From an optimization exercise on the open Yosys and OpenROAD flow, aimed at small area; shortcuts taken in it are not production practice. Function was checked by simulation only, so behaviour that the tests miss may differ from the original. No run shown here takes its clock network from TritonCTS; it comes from the design's own scripts or RTL. The clock port is modelled as an ideal driver, which makes a skipped or thinned clock tree look cheaper than it is; a real chip needs a root buffer or a tree. No activity file was given, so power comes from the tool's default toggle rates.

$ cat flow/run.sh
#!/bin/bash
# Own layout flow: the standard ORFS flow with
#  - synthesis mapped by an area-oriented ABC script (flow/area.abc) and
#    without the half/full-adder extraction; registers are mapped as in the
#    standard synthesis, so they keep their names and cells,
#  - the smallest buffer on each port,
#  - a small balanced clock tree built by flow/cts_pre.tcl: the clock port
#    drives one root buffer, which drives four leaf buffers, each driving
#    the registers of one quarter of the core.
# Each step's full output goes to its own log file in the work folder.
set -euo pipefail
W=$(pwd)
F=$W/flow
export FLOW_ABC_SCRIPT=$F/area.abc
export FLOW_CLOCK_PORT=clk
export FLOW_CTS_LEAVES=4
export FLOW_CTS_LEAF_CELL=sky130_fd_sc_hd__clkbuf_16
export FLOW_CTS_ROOT_CELL=sky130_fd_sc_hd__clkbuf_4
bash standard.sh SYNTH_SCRIPT=$F/synth.tcl ADDER_MAP_FILE= synth > $W/log_synth.txt 2>&1
bash standard.sh SYNTH_SCRIPT=$F/synth.tcl ADDER_MAP_FILE= \
  "BUFFER_PORTS_ARGS=-buffer_cell sky130_fd_sc_hd__buf_1" \
  PRE_CTS_TCL=$F/cts_pre.tcl \
  finish > $W/log_layout.txt 2>&1
$ cat flow/area.abc
strash
&get -n
&deepsyn -J 300
&put
dch -f
amap
$ cat flow/cts_pre.tcl
# Sourced before ORFS's CTS step (PRE_CTS_TCL): replaces clock_tree_synthesis
# with a small two-level tree: the clock port drives one root buffer, which
# drives FLOW_CTS_LEAVES leaf buffers, each driving one group of registers
# (groups split by position, buffers placed at their group's centre).
proc clock_tree_synthesis { args } {
  set leaves $::env(FLOW_CTS_LEAVES)
  set leaf_cell $::env(FLOW_CTS_LEAF_CELL)
  set root_cell $::env(FLOW_CTS_ROOT_CELL)
  set block [ord::get_db_block]
  set clk_net [$block findNet $::env(FLOW_CLOCK_PORT)]
  set sinks {}
  foreach it [$clk_net getITerms] {
    set inst [$it getInst]
    set box [$inst getBBox]
    set x [expr { ([$box xMin] + [$box xMax]) / 2 }]
    set y [expr { ([$box yMin] + [$box yMax]) / 2 }]
    lappend sinks [list $x $y "[$inst getName]/[[$it getMTerm] getName]"]
  }
  set n [llength $sinks]
  puts "flow cts: $n sinks, $leaves leaves of $leaf_cell, root $root_cell"
  # split into groups: sort by x into columns, then by y within a column
  set cols [expr { $leaves >= 4 ? 2 : 1 }]
  set rows [expr { $leaves / $cols }]
  set byx [lsort -integer -index 0 $sinks]
  set groups {}
  for { set c 0 } { $c < $cols } { incr c } {
    set a [expr { $c * $n / $cols }]
    set b [expr { ($c + 1) * $n / $cols - 1 }]
    set col [lsort -integer -index 1 [lrange $byx $a $b]]
    set m [llength $col]
    for { set r 0 } { $r < $rows } { incr r } {
      lappend groups [lrange $col [expr { $r * $m / $rows }] [expr { ($r + 1) * $m / $rows - 1 }]]
    }
  }
  set dbu [$block getDbUnitsPerMicron]
  set leaf_pins {}
  set sx 0; set sy 0
  set i 0
  foreach g $groups {
    set gx 0; set gy 0; set pins {}
    foreach s $g {
      set gx [expr { $gx + [lindex $s 0] }]
      set gy [expr { $gy + [lindex $s 1] }]
      lappend pins [get_pins [lindex $s 2]]
    }
    set gx [expr { double($gx) / [llength $g] / $dbu }]
    set gy [expr { double($gy) / [llength $g] / $dbu }]
    set sx [expr { $sx + $gx }]; set sy [expr { $sy + $gy }]
    set b [insert_buffer -buffer_cell $leaf_cell -net [get_nets $::env(FLOW_CLOCK_PORT)] -load_pins $pins \
      -location [list $gx $gy] -buffer_name clkbuf_leaf_$i -net_name clknet_leaf_$i]
    puts "leaf $i: [llength $g] sinks, buffer $b"
    foreach it [[$block findNet $::env(FLOW_CLOCK_PORT)] getITerms] {
      if { [[$it getInst] getMaster] == [[ord::get_db] findMaster $leaf_cell] } {
        lappend leaf_pins [get_pins "[[$it getInst] getName]/[[$it getMTerm] getName]"]
      }
    }
    incr i
  }
  set sx [expr { $sx / [llength $groups] }]
  set sy [expr { $sy / [llength $groups] }]
  set leaf_pins [lsort -unique $leaf_pins]
  puts "root drives [llength $leaf_pins] leaves"
  insert_buffer -buffer_cell $root_cell -net [get_nets $::env(FLOW_CLOCK_PORT)] -load_pins $leaf_pins \
    -location [list $sx $sy] -buffer_name clkbuf_root -net_name clknet_root
  foreach net [$block getNets] {
    if { [string match clknet_* [$net getName]] } { $net setSigType CLOCK }
  }
  set_propagated_clock [all_clocks]
}
$ cat flow/synth.tcl
proc synth {args} { yosys synth -nofsm -noshare {*}$args }
proc abc {args} {
  set i [lsearch -exact $args -script]
  if { $i >= 0 } {
    set args [lreplace $args $i [expr { $i + 1 }] -script $::env(FLOW_ABC_SCRIPT)]
  }
  yosys abc {*}$args
}
source $::env(SCRIPTS_DIR)/synth.tcl
# left out here: clear keep_hierarchy, flatten, clean up, hide names made inside functions, write 1_2_yosys.v
$ cat standard.sh
#!/bin/bash
# synth_recipe.tcl (not shown) runs the flow's synth.tcl, then flattens the netlist and writes it again
# the make line also repeats each setting of config.mk as NAME=value (left out here)
make -C /OpenROAD-flow-scripts/flow DESIGN_CONFIG=/design/flow/config.mk WORK_HOME=/design/flow/orfs CLKGATE_MAP_FILE= SYNTH_SCRIPT=/design/flow/synth_recipe.tcl "${@:-finish}"
$ cat config.mk
export PLATFORM = sky130hd
export DESIGN_NAME = irig_ctrl
export DESIGN_NICKNAME = irig_ctrl
export VERILOG_FILES = /design/flow/design.v
export SDC_FILE = /design/flow/constraint.sdc
export NUM_CORES = 4
export LEC_CHECK = 0
export CAP_MARGIN = 20
export CORE_MARGIN = 2
export CORE_UTILIZATION = 40
export SLEW_MARGIN = 20
$ cat constraint.sdc
create_clock -name core_clock -period 5.0 [get_ports {clk}]
set_input_delay 1.0000 -clock core_clock [delete_from_list [all_inputs] [get_ports {clk}]]
set_output_delay 1.0000 -clock core_clock [all_outputs]
set_load 0.01 [all_outputs]
$ cat design.v
`timescale 1 ns / 1 ps
module irig_read_2 (clk, ce, state, en, irig_data, cal, hrd_rst, ind, write, dir, start, rst_reg, cont, in_frame, terminate, issue, aux_out);
output [3:0] aux_out;
output [4:0] state;
output write;
output [3:0] dir;
output start;
output rst_reg;
output cont;
output in_frame;
output terminate;
output issue;
input clk;
input ce;
input en;
input [2:0] irig_data;
input cal;
input hrd_rst;
input [7:0] ind;
localparam S  = 5'd0,  A  = 5'd1,  B  = 5'd2,  AA = 5'd3,  C  = 5'd4,  CS = 5'd5,  DC = 5'd6,  DZ = 5'd7,
           E  = 5'd8,  EX = 5'd9,  F  = 5'd10, Y  = 5'd11, G  = 5'd12, H  = 5'd13, I  = 5'd14, J  = 5'd15,
           K  = 5'd16, L1 = 5'd17, L  = 5'd18, M  = 5'd19, N  = 5'd20, O  = 5'd21, P  = 5'd22, Q  = 5'd23,
           QU = 5'd24, R  = 5'd25, SS = 5'd26, T  = 5'd27, U  = 5'd28, V  = 5'd29, X  = 5'd30, Z  = 5'd31;
reg [3:0] dir_dic;
always @(*) begin
	case (ind)
		8'd1, 8'd2, 8'd3, 8'd4:			dir_dic = 4'b0000;
		8'd6, 8'd7, 8'd8:			dir_dic = 4'b0001;
		8'd9, 8'd19, 8'd29, 8'd39, 8'd49:	dir_dic = 4'b1100;
		8'd10, 8'd11, 8'd12, 8'd13:		dir_dic = 4'b0010;
		8'd15, 8'd16, 8'd17:			dir_dic = 4'b0011;
		8'd20, 8'd21, 8'd22, 8'd23:		dir_dic = 4'b0100;
		8'd24:					dir_dic = 4'b0111;
		8'd25, 8'd26:				dir_dic = 4'b0101;
		8'd30, 8'd31, 8'd32, 8'd33:		dir_dic = 4'b0110;
		8'd35, 8'd36, 8'd37, 8'd38:		dir_dic = 4'b0111;
		8'd40, 8'd41:				dir_dic = 4'b1000;
		default:				dir_dic = 4'b1111;
	endcase
end
reg [4:0] st, nx;
reg [1:0] cnt;       
reg [3:0] aux;
reg start_r, write_r, term_r;
always @(posedge clk, posedge hrd_rst)
	if (hrd_rst) st <= S;
	else st <= nx;
always @(*) begin
	case (st)
		S:      nx = A;
		A:      nx = B;
		B:      nx = cal ? C : B;
		C, CS:  nx = DC;
		DC, DZ: nx = E;
		E, EX:  nx = en ? F : E;
		F:      nx = Y;
		Y:      nx = G;
		G:      nx = H;
		H:      nx = (irig_data == 3'b111) ? I : Z;
		I:      nx = J;
		J:      nx = cnt[1] ? K : X;
		K:      nx = L1;
		L1, L:  nx = en ? M : L;
		M:      nx = (ind == 8'd100) ? N : AA;
		N:      nx = (cnt == 2'd3) ? O : N;
		O:      nx = B;
		AA:     nx = P;
		P:      nx = (aux[3] & aux[2]) ? (aux[0] ? Q : R) : T;
		Q, QU:  nx = L1;
		R:      nx = (irig_data == 3'b111) ? Q : SS;
		SS:     nx = CS;
		T:      nx = (irig_data == 3'b011) ? U : (irig_data == 3'b001) ? V : SS;
		U, V:   nx = QU;
		X:      nx = EX;
		default: nx = DZ;  
	endcase
end
always @(posedge clk, posedge hrd_rst)
	if (hrd_rst) begin
		start_r <= 1'b0;
		write_r <= 1'b0;
		term_r <= 1'b0;
		aux <= 4'b1111;
	end else begin
		case (st)
			K: start_r <= 1'b1;
			S, C, CS: start_r <= 1'b0;
			default: ;
		endcase
		case (st)
			U: write_r <= 1'b1;
			S, V: write_r <= 1'b0;
			default: ;
		endcase
		term_r <= (st == O);
		if (st == AA) aux <= dir_dic;
	end
always @(posedge clk)
	if (st == DC || st == DZ || st == M) cnt <= 2'd0;
	else cnt <= cnt + {1'b0, (st == I || st == N)};
assign start = start_r;
assign write = write_r;
assign terminate = term_r;
assign rst_reg = (st == A) | (st == DC);
assign issue = (st == CS) | (st == DZ);
assign cont = (st == EX);
assign in_frame = (st == L1);
assign dir = (st == QU) ? aux : 4'b1111;
assign aux_out = aux;
assign state = st;
endmodule
`timescale 1 ns / 1 ps
module parse_inputs (clk, ce, hard_rst, rst, gpio, cal, in_frame, terminate, cont, en_ind, rst_ind, data_ready, en_cbh, rst_cbh, state_out, reg_wait);
output en_ind;
output rst_ind;
output data_ready;
output en_cbh;
output rst_cbh;
output [3:0] state_out;
input clk;
input ce;
input hard_rst;
input rst;
input gpio;
input cal;
input in_frame;
input terminate;
input cont;
input [15:0] reg_wait;
localparam START = 4'd0, A = 4'd1, B = 4'd2, C = 4'd3, D = 4'd4, E1 = 4'd5, E2 = 4'd6, F = 4'd7,
           G1 = 4'd8, G = 4'd9, H = 4'd10, I = 4'd11, J = 4'd12, K = 4'd13, L = 4'd14, M = 4'd15;
reg [3:0] st, nx;
reg [15:0] aux, counter;
reg rst_ind_r, rst_cbh_r;
always @(posedge clk, posedge hard_rst)
	if (hard_rst) st <= START;
	else st <= nx;
always @(*) begin
	case (st)
		START: nx = A;
		A: nx = B;
		B: nx = cal ? C : B;
		C: nx = H;
		H: nx = D;
		D: nx = gpio ? E1 : D;
		E1, E2: nx = gpio ? E2 : M;
		M: nx = (aux < counter) ? F : C;
		F: nx = G1;
		G1, G: nx = terminate ? A : rst ? K : in_frame ? I : cont ? C : G;
		I: nx = J;
		J: nx = C;
		K: nx = L;
		default: nx = C;  
	endcase
end
always @(posedge clk, posedge hard_rst)
	if (hard_rst) begin
		rst_ind_r <= 1'b0;
		rst_cbh_r <= 1'b0;
	end else begin
		case (st)
			START, A, K: rst_ind_r <= 1'b1;
			B, L: rst_ind_r <= 1'b0;
			default: ;
		endcase
		case (st)
			START, C: rst_cbh_r <= 1'b1;
			H: rst_cbh_r <= 1'b0;
			default: ;
		endcase
	end
always @(posedge clk) begin
	if (st == START) aux <= reg_wait;
	if (st == E1 || st == E2) counter <= counter + 16'd1;
	else counter <= 16'd0;
end
assign data_ready = (st == G1);
assign en_ind = (st == J);
assign en_cbh = (st == E2) | (st == M);
assign rst_ind = rst_ind_r;
assign rst_cbh = rst_cbh_r;
assign state_out = st;
endmodule
`timescale 1 ns / 1 ps
module fsm_frac_sec (clk, ce, hard_rst, gpio, new_count, waiting, threshold, state);
output new_count;
output [2:0] state;
input clk;
input ce;
input hard_rst;
input gpio;
input [15:0] threshold;
input [15:0] waiting;
localparam S0 = 3'd0, ST = 3'd1, A = 3'd2, B = 3'd3, C = 3'd4, D = 3'd5, E = 3'd6, F = 3'd7;
reg [2:0] st, nx;
reg [15:0] aux, aux_wait, counter;
reg nc;
always @(posedge clk, posedge hard_rst)
	if (hard_rst) st <= S0;
	else st <= nx;
always @(*) begin
	case (st)
		S0, ST: nx = A;
		A: nx = gpio ? B : A;
		B: nx = gt ? C : (~gpio ? ST : B);
		C: nx = D;
		D: nx = gt ? E : D;
		E: nx = ~gpio ? F : E;
		default: nx = A;  
	endcase
end
always @(posedge clk, posedge hard_rst)
	if (hard_rst) nc <= 1'b0;
	else nc <= (st == C);
wire gt = counter > ((st == D) ? aux_wait : aux);
always @(posedge clk)
	if (st == S0 || st == C || st == F) counter <= 16'd0;
	else counter <= counter + {15'd0, (st == B || st == D)};
always @(posedge clk)
	if (st == S0 || st == ST) begin
		aux <= threshold;
		aux_wait <= waiting;
	end
assign new_count = nc;
assign state = st;
endmodule
`timescale 1 ns / 1 ps
module irig_ctrl (
    input         clk,
    input         rst,
    input         ir_en,
    input         ir_cal,
    input  [2:0]  ir_irig_data,
    input  [7:0]  ir_ind,
    output        ir_write,
    output [3:0]  ir_dir,
    output        ir_start,
    output        ir_rst_reg,
    output        ir_cont,
    output        ir_in_frame,
    output        ir_terminate,
    output        ir_issue,
    output [3:0]  ir_aux_out,
    input         pi_rst,
    input         pi_gpio,
    input         pi_cal,
    input         pi_in_frame,
    input         pi_terminate,
    input         pi_cont,
    input  [15:0] pi_reg_wait,
    output        pi_en_ind,
    output        pi_rst_ind,
    output        pi_data_ready,
    output        pi_en_cbh,
    output        pi_rst_cbh,
    input         fs_gpio,
    input  [15:0] fs_threshold,
    input  [15:0] fs_waiting,
    output        fs_new_count
);
    wire [4:0] ir_state;
    wire [3:0] pi_state;
    wire [2:0] fs_state;
    irig_read_2 u_irig (
        .clk(clk), .ce(1'b1), .state(ir_state), .en(ir_en),
        .irig_data(ir_irig_data), .cal(ir_cal), .hrd_rst(rst), .ind(ir_ind),
        .write(ir_write), .dir(ir_dir), .start(ir_start), .rst_reg(ir_rst_reg),
        .cont(ir_cont), .in_frame(ir_in_frame), .terminate(ir_terminate),
        .issue(ir_issue), .aux_out(ir_aux_out)
    );
    parse_inputs u_parse (
        .clk(clk), .ce(1'b1), .hard_rst(rst), .rst(pi_rst), .gpio(pi_gpio),
        .cal(pi_cal), .in_frame(pi_in_frame), .terminate(pi_terminate),
        .cont(pi_cont), .en_ind(pi_en_ind), .rst_ind(pi_rst_ind),
        .data_ready(pi_data_ready), .en_cbh(pi_en_cbh), .rst_cbh(pi_rst_cbh),
        .state_out(pi_state), .reg_wait(pi_reg_wait)
    );
    fsm_frac_sec u_frac (
        .clk(clk), .ce(1'b1), .hard_rst(rst), .gpio(fs_gpio),
        .new_count(fs_new_count), .waiting(fs_waiting),
        .threshold(fs_threshold), .state(fs_state)
    );
endmodule
==> summary.md, run 1 <==
### Critical path
- 1220 ps — register-to-register setup slack
- u_frac.st[2] — origin of the critical flop-to-flop path
- 5280 ps — required time of the worst setup path
- 23 — CP Max Fanout
- u_frac.st[1] — reg-to-reg critical path endpoint
- register — type of element launching the critical path
- reg2reg — Crit Path Class
- 19 — R2R depth
- register — CP endpoint kind
- 4060 ps — Data arrival, critical path

### Synthesis
- 569 — Synth Net Count
- sky130_fd_sc_hd__edfxtp_1 — most area-hungry cell type in the Yosys netlist
- 4670 um2 — summed instance area of the synthesized netlist
- 3 — count of yosys warnings during synthesis
- 21.2% — fraction of synthesis flops using an asynchronous set or reset pin
- 30.8% — fraction of synthesized cell area taken by the top area cell type
- 104 — synthesis-stage register bit count
- 499 — Syn Inst Count
- sky130_fd_sc_hd__edfxtp_1 — Post-synth top flop
- 57.3% — sequential share of the synthesized area
- 40 — Cell variety after synth
- 9.37 um2 — synthesized area per cell
- 48 — EDFF count, synth
- sky130_fd_sc_hd__edfxtp_1, sky130_fd_sc_hd__dfxtp_1, sky130_fd_sc_hd__dfrtp_1, sky130_fd_sc_hd__nor2_1, sky130_fd_sc_hd__clkinv_1 — cells taking the most area after synthesis

### Job
- 0 — Max Cap Violations

### Worst hold path
- u_parse.counter[0] — startpoint of the tightest hold check path
- reg2reg — type of the most critical hold path
- u_parse.counter[0] — hold-critical path endpoint
- 1 — worst hold path depth

### Die
- 112 um — x dimension of the die
- 39 — number of placement rows
- 91 — ports placed on the boundary
- 40.9% — effective utilization at floorplan
- 11400 um2 — area of the core
- 12600 um2 — die area
- 112 um — Die H

### Placed design
- 5220 um2 — Cell Area, Placed
- 735 — placed cell count
- 0.906 — global placement routability congestion
- 7380 um — placed wire-length estimate after detailed placement
- 90 — Port Buf Inserts

### STA
- 3780 ps — post-layout min period
- 0 — final count of hold timing violations
- 0 — final-report setup violation count
- 0 ps — final-layout setup total negative slack
- 5.91 ps — Post-Route Skew
- 846 ps — measured slew at the worst slew-check pin
- 43.2% — worst slew slack as a fraction of its limit
- false — setup repair after global routing missed its margin
- 0 — fin. max-slew vios
- 75.5% — share of the cycle needed by the critical path after routing
- 431 ps — worst hold-check slack
- 265 MHz — maximum operating frequency

### GRT
- 0 — GRT Residual Overflow
- 16400 um — first-pass GRT wire length
- 14.9% — global-route usage over all layers
- 0 — antenna violations before repair
- 3675 — vias in the first global route
- 33 — pin count of the biggest net entering global routing

### Routing
- 0 — Antenna Nets Post-Route
- 0 — DRC errors left
- 5 — number of search-and-repair iterations in the first detailed-routing pass
- 9670 um — sum of routed wire length over all layers
- 13.1 um — Routed wire per std cell
- 259 — Detailed Route Iter0 Violations
- 3964 — via count of the routed design
- 5.36 — via-per-instance ratio

### Clocking
- 0 — Post-CTS Hold Fix Bufs
- 0 — number of cells upsized or downsized after cts
- 0 — buffers inserted by post-CTS timing repair
- 100 ps — Clock Pin Slew Worst Setup and Hold Paths
- 430 ps — Clock Latency Late Sink

### Pwr
- 31.8% — combinational share of power
- 0.00149 W — cell internal power dissipation
- 16.4% — relative contribution of the clock network to total power
- 51.9% — sequential cell fraction of total power
- 36.5% — net switching share of the total power
- 441 nW/um2 — total power per unit cell area
- 0.000858 W — net switching power figure
- 0.230 mV — Worst IR Drop VDD
- 0.00235 W — total power draw
- 1.77 nW — leakage power

### Final layout
- 0 — Antenna diodes
- sky130_fd_sc_hd__nor2_1, sky130_fd_sc_hd__buf_1, sky130_fd_sc_hd__clkinv_1 — most frequent cells in the layout
- 740 — Layout Cells excl Fill
- 13.9% — Synth-to-Final Area Change
- 5320 um2 — area of all placed cells without fillers
- 2.18% — share of post-route cells with drive strength above 1
- 1780 um2 — area taken by multi-input logic gates
- sky130_fd_sc_hd__nor2_1 — leading cell type in the layout, fill and taps excluded
- 1103 — number of inserted filler cells in the final layout
- 2680 um2 — sequential cell area
- 669 — nets@finish

### Outcome
- timing/DRC/antenna clean — run status

==> synthesized netlist by cell type, types with 3 or more instances <==
cell / instances
sky130_fd_sc_hd__dfxtp_1: 34
sky130_fd_sc_hd__nand2_1: 37
sky130_fd_sc_hd__a221oi_1: 3
sky130_fd_sc_hd__a22oi_1: 6
sky130_fd_sc_hd__o21a_1: 8
sky130_fd_sc_hd__a211oi_1: 11
sky130_fd_sc_hd__o221ai_1: 7
sky130_fd_sc_hd__o21ai_0: 23
sky130_fd_sc_hd__nor2_1: 97
sky130_fd_sc_hd__edfxtp_1: 48
sky130_fd_sc_hd__and2_0: 5
sky130_fd_sc_hd__clkinv_1: 58
sky130_fd_sc_hd__or2_0: 6
sky130_fd_sc_hd__dfstp_2: 4
sky130_fd_sc_hd__nand3_1: 5
sky130_fd_sc_hd__a21oi_1: 28
sky130_fd_sc_hd__dfrtp_1: 18
sky130_fd_sc_hd__o31ai_1: 3
sky130_fd_sc_hd__nor2b_1: 3
sky130_fd_sc_hd__a22o_1: 4
sky130_fd_sc_hd__a31oi_1: 6
sky130_fd_sc_hd__and3_1: 8
sky130_fd_sc_hd__nor3_1: 31
sky130_fd_sc_hd__o22ai_1: 25
==> power by group through the flow <==
| stage | Clock, W | Combinational [W] | Sequential [W] |
|---|---|---|---|
| 2_1_floorplan | 0 | 0.000523 | 0.00121 |
| 3_3_place_gp | 0 | 0.000729 | 0.00123 |
| 3_5_place_dp | 0 | 0.000740 | 0.00123 |
| 4_1_cts | 0.000409 | 0.000743 | 0.00122 |
| 5_1_grt | 0.000435 | 0.000846 | 0.00124 |
| 6_report | 0.000385 | 0.000745 | 0.00122 |
==> registers in the layout (all words and copies together) (netlist names) <==
name and cells:
u_frac.aux_wait 16, u_parse.rst_cbh_r 1, u_frac.counter 16, u_frac.nc 1
u_frac.aux 16, u_frac.st 3, u_parse.aux 16, u_parse.counter 16
u_irig.cnt 2, u_irig.start_r 1, u_parse.rst_ind_r 1, u_irig.st 5
u_parse.st 4, u_irig.term_r 1, u_irig.aux 4, u_irig.write_r 1
==> worst max-delay path, cell delays in order (launching register included) <==
cell,delay (ps)
sky130_fd_sc_hd__dfrtp_1,810
sky130_fd_sc_hd__clkinv_1,650
sky130_fd_sc_hd__a221oi_1,400
sky130_fd_sc_hd__a21oi_1,60
sky130_fd_sc_hd__o21ai_0,160
sky130_fd_sc_hd__o21a_1,140
sky130_fd_sc_hd__o22ai_1,70
sky130_fd_sc_hd__o21ai_0,80
sky130_fd_sc_hd__a222oi_1,80
sky130_fd_sc_hd__nor3_1,150
sky130_fd_sc_hd__a221o_1,130
sky130_fd_sc_hd__o221ai_1,100
sky130_fd_sc_hd__nand2_1,70
sky130_fd_sc_hd__o221ai_1,100
sky130_fd_sc_hd__nand2_1,80
sky130_fd_sc_hd__o221ai_1,100
sky130_fd_sc_hd__nand2_1,70
sky130_fd_sc_hd__o211ai_1,140
sky130_fd_sc_hd__a21oi_1,180
sky130_fd_sc_hd__a31oi_1,50
==> worst max-delay path by stage <==
stage / start / to / slack (ps)
after floorplan: u_frac.st[1] / u_frac.counter[15] / 1680
after global placement: u_frac.st[2] / u_frac.st[1] / 1420
after detailed placement: u_frac.st[2] / u_frac.st[1] / 1200
after CTS: u_frac.st[2] / u_frac.st[1] / 1190
after global routing: u_frac.st[2] / u_frac.st[1] / 700
final: u_frac.st[2] / u_frac.st[1] / 1220
==> metal layers <==
layer	vias up	global-route usage (%)	wire length [um]
li1	2016	-	-
met1	1804	20.7	4440
met2	127	25.5	4540
met3	17	1.67	526
met4	0	2.60	173
met5	-	0	0
==> cell families after synthesis <==
group / Yosys count / synth area share [%]
buffers and inverters: 58 / 4.66
DFF: 104 / 57.3
and+or+nand+nor: 197 / 18.3
AOI/OAI and AO/OA: 140 / 19.8
==> area by class of cell, clock buffers not listed <==
class	count	share of cell area [%]
repair buffers	93	6.77
flip-flops and latches	104	50.3
inverters	58	4.09
well taps	143	3.36
multi-input cells	337	33.5
==> through the flow <==
stage | utilization [%] | setup WS, ps
final | 46.6 | 1220
after global routing | 46.6 | 697
after CTS | 46.6 | 1190
after detailed placement | 45.7 | 1200
after global placement | 45.7 | 1420
after floorplan | - | 1680
==> inputs of run 2 (changes only) <==
--- a/design.v
+++ b/design.v
@@ -195,6 +195,7 @@
 reg [2:0] st, nx;
 reg [15:0] aux, aux_wait, counter;
 reg nc;
+wire gt;    
 always @(posedge clk, posedge hard_rst)
 	if (hard_rst) st <= S0;
 	else st <= nx;
@@ -212,7 +213,7 @@
 always @(posedge clk, posedge hard_rst)
 	if (hard_rst) nc <= 1'b0;
 	else nc <= (st == C);
-wire gt = counter > ((st == D) ? aux_wait : aux);
+assign gt = counter > ((st == D) ? aux_wait : aux);
 always @(posedge clk)
 	if (st == S0 || st == C || st == F) counter <= 16'd0;
 	else counter <= counter + {15'd0, (st == B || st == D)};
==> run 2 against run 1 <==
  * Synthesized cell count is the same
  * Via count did not move
  * Hold slack unchanged
  * Still clean
  * Largest cell class unchanged
  * Sequential share of layout area unchanged
  * Sequential power is essentially flat
  * Highest routed layer unchanged
  * Global-route usage stayed put
  * Worst setup slack unchanged
  * Synthesized area unchanged
  * Utilization unchanged
  * Total power is the same
  * Fmax unchanged
  * Critical endpoint unchanged
==> summary.md, run 2 <==
### Outcome
- timing/DRC/antenna clean — run status

### STA
- 75.5% — share of the cycle needed by the critical path after routing
- 0 ps — final-layout setup total negative slack
- 846 ps — measured slew at the worst slew-check pin
- 265 MHz — maximum operating frequency
- 0 — final-report setup violation count
- 3780 ps — post-layout min period
- 1220 ps — final setup margin
- false — setup repair after global routing missed its margin
- 43.2% — worst slew slack as a fraction of its limit
- 0 — fin. max-slew vios
- 5.91 ps — Post-Route Skew
- 0 — final count of hold timing violations

### Synthesis
- 30.8% — fraction of synthesized cell area taken by the top area cell type
- sky130_fd_sc_hd__edfxtp_1, sky130_fd_sc_hd__dfxtp_1, sky130_fd_sc_hd__dfrtp_1, sky130_fd_sc_hd__nor2_1, sky130_fd_sc_hd__clkinv_1 — cells taking the most area after synthesis
- sky130_fd_sc_hd__nor2_1 — most common cell in the synthesized netlist
- 569 — Synth Net Count
- 57.3% — sequential share of the synthesized area
- 48 — EDFF count, synth
- 4670 um2 — summed instance area of the synthesized netlist
- 40 — Cell variety after synth
- 21.2% — fraction of synthesis flops using an asynchronous set or reset pin
- sky130_fd_sc_hd__edfxtp_1 — Post-synth top flop
- 499 — Syn Inst Count
- 9.37 um2 — synthesized area per cell
- sky130_fd_sc_hd__nor2_1, sky130_fd_sc_hd__clkinv_1, sky130_fd_sc_hd__edfxtp_1 — top cells by instance count after synthesis
- 3 — count of yosys warnings during synthesis
- 104 — synthesis-stage register bit count
- sky130_fd_sc_hd__edfxtp_1 — most area-hungry cell type in the Yosys netlist

### Die
- 40.9% — effective utilization at floorplan
- 112 um — Die H
- 91 — ports placed on the boundary
- 39 — number of placement rows
- 12600 um2 — die area
- 11400 um2 — area of the core
- 112 um — x dimension of the die

### GRT
- 14.9% — global-route usage over all layers
- 0 — GRT Residual Overflow
- 3675 — vias in the first global route
- 33 — pin count of the biggest net entering global routing
- 16400 um — first-pass GRT wire length
- 0 — antenna violations before repair

### Routing
- 0 — Antenna Nets Post-Route
- 9670 um — sum of routed wire length over all layers
- 13.1 um — Routed wire per std cell
- 5 — number of search-and-repair iterations in the first detailed-routing pass
- 5.36 — via-per-instance ratio
- 259 — Detailed Route Iter0 Violations
- 3964 — via count of the routed design
- 0 — DRC errors left

### Clocking
- 100 ps — Clock Pin Slew Worst Setup and Hold Paths
- 430 ps — Clock Latency Late Sink
- 0 — number of cells upsized or downsized after cts
- 0 — buffers inserted by post-CTS timing repair
- 0 — Post-CTS Hold Fix Bufs

### Final layout
- 13.9% — Synth-to-Final Area Change
- 5320 um2 — area of all placed cells without fillers
- 0 — Antenna diodes
- 2680 um2 — sequential cell area
- 1103 — number of inserted filler cells in the final layout
- 46.6% — post-layout utilization of the core
- sky130_fd_sc_hd__nor2_1 — leading cell type in the layout, fill and taps excluded
- 669 — nets@finish
- 2.18% — share of post-route cells with drive strength above 1
- 1780 um2 — area taken by multi-input logic gates
- sky130_fd_sc_hd__nor2_1, sky130_fd_sc_hd__buf_1, sky130_fd_sc_hd__clkinv_1 — most frequent cells in the layout

### Critical path
- 5280 ps — required time of the worst setup path
- reg2reg — Crit Path Class
- 1 — count of buffering cells on the critical path with inverters included
- 23 — CP Max Fanout
- 4060 ps — Data arrival, critical path
- 810 ps — slowest stage delay, CP
- register — CP endpoint kind
- clkinv_1 > a221oi_1 > a21oi_1 > o21ai_0 > o21a_1 > o22ai_1 > o21ai_0 > a222oi_1 > nor3_1 > a221o_1 > o221ai_1 > nand2_1 > o221ai_1 > nand2_1 > o221ai_1 > nand2_1 > o211ai_1 > a21oi_1 > a31oi_1 — cells traversed along the worst timing path
- register — type of element launching the critical path
- compound AO/OA/AOI/OAI gates — CP top delay family
- sky130_fd_sc_hd__dfrtp_1 — slowest library cell on the worst path

### Pwr
- 36.5% — net switching share of the total power
- 0.230 mV — Worst IR Drop VDD
- 16.4% — relative contribution of the clock network to total power
- 51.9% — sequential cell fraction of total power
- 441 nW/um2 — total power per unit cell area
- 31.8% — combinational share of power
- 0.00149 W — cell internal power dissipation
- 0.000858 W — net switching power figure
- 1.77 nW — leakage power

### Placed design
- 7380 um — placed wire-length estimate after detailed placement
- 5220 um2 — Cell Area, Placed
- 90 — Port Buf Inserts
- 1200 ps — worst setup timing slack at the placement stage
- 0.906 — global placement routability congestion

### Job
- 0 — Max Cap Violations

### Worst hold path
- reg2reg — type of the most critical hold path

-- run 2: cell counts in the layout (fill, tap and decap cells not counted) --
No cell type changed its count.
-- run 2: power by group through the flow --
stage,logic (W),clock network (W),registers [W]
detailed placement,0.000740,0,0.00123
floorplan,0.000523,0,0.00121
CTS,0.000743,0.000409,0.00122
global route,0.000846,0.000435,0.00124
global placement,0.000729,0,0.00123
finish,0.000745,0.000385,0.00122
-- run 2: kinds of logic after synthesis --
family	count (synthesis)	synth area share [%]
and+or+nand+nor	197	18.3
AOI/OAI and AO/OA	140	19.8
DFF	104	57.3
buffers and inverters	58	4.66
-- run 2: layer usage --
metal / GRT usage (%) / up-vias / share of wire, %
met1: 20.7 / 1804 / 46
met2: 25.5 / 127 / 47
li1: - / 2016 / -
met4: 2.60 / 0 / 1.8
met5: 0 / - / 0
met3: 1.67 / 17 / 5.4
-- run 2: path summary, 6_finish.rpt --
check	cells after the start	endpoint	startpoint	slack (ps)
setup / recovery	19	u_frac.st[1]	u_frac.st[2]	1220
hold / removal	1	u_parse.counter[0]	u_parse.counter[0]	430
setup reg to reg	19	u_frac.st[1]	u_frac.st[2]	1220
hold reg to reg	1	u_parse.counter[0]	u_parse.counter[0]	430
max in group asynchronous	2	u_parse.st[2]	rst	3990
min in group asynchronous	2	u_irig.term_r	rst	610
-- run 2: layout make-up, clock buffers not listed --
class                      instances  share of cell area (%)
inverter                          58                    4.09
multi-input combinational        337                    33.5
sequential                       104                    50.3
tap                              143                    3.36
timing repair buffer              93                    6.77
-- run 2: per-stage QoR --
stage               power [W]  hold WS (ps)  std cells
CTS                   0.00237           431        740
floorplan             0.00173           401        499
global route          0.00252           441        740
detailed placement    0.00197           416        735
global placement      0.00196           416        735
finish                0.00235           431        740

static timing again, ports no longer ideal:
The results above use ideal ports. As a check the final layouts listed here were re-extracted and re-timed, cells and wires unchanged.
Step 1: set_driving_cell puts a clkbuf_16 on clk and a buf_2 on each other input, an assumption about the parent block.
Step 2 also shifts input and output timing later by t, the mid clock arrival at the registers, as if the neighbouring blocks saw the same clock.
Slacks: no drivers / after step 1 / after step 2; pairs: no drivers / after step 1.
run	t, ns	setup WS [ns]	latest minus earliest clock arrival (ns)	slew at the worst register clock pin (ns)	worst data-port slew with drivers (ns)
run 1	0.455	1.223 / 1.223 / 1.223	0.008 / 0.009	0.10 / 0.10	0.03
run 2	0.455	1.223 / 1.223 / 1.223	0.008 / 0.009	0.10 / 0.10	0.03
After both steps every run listed still meets setup and hold.
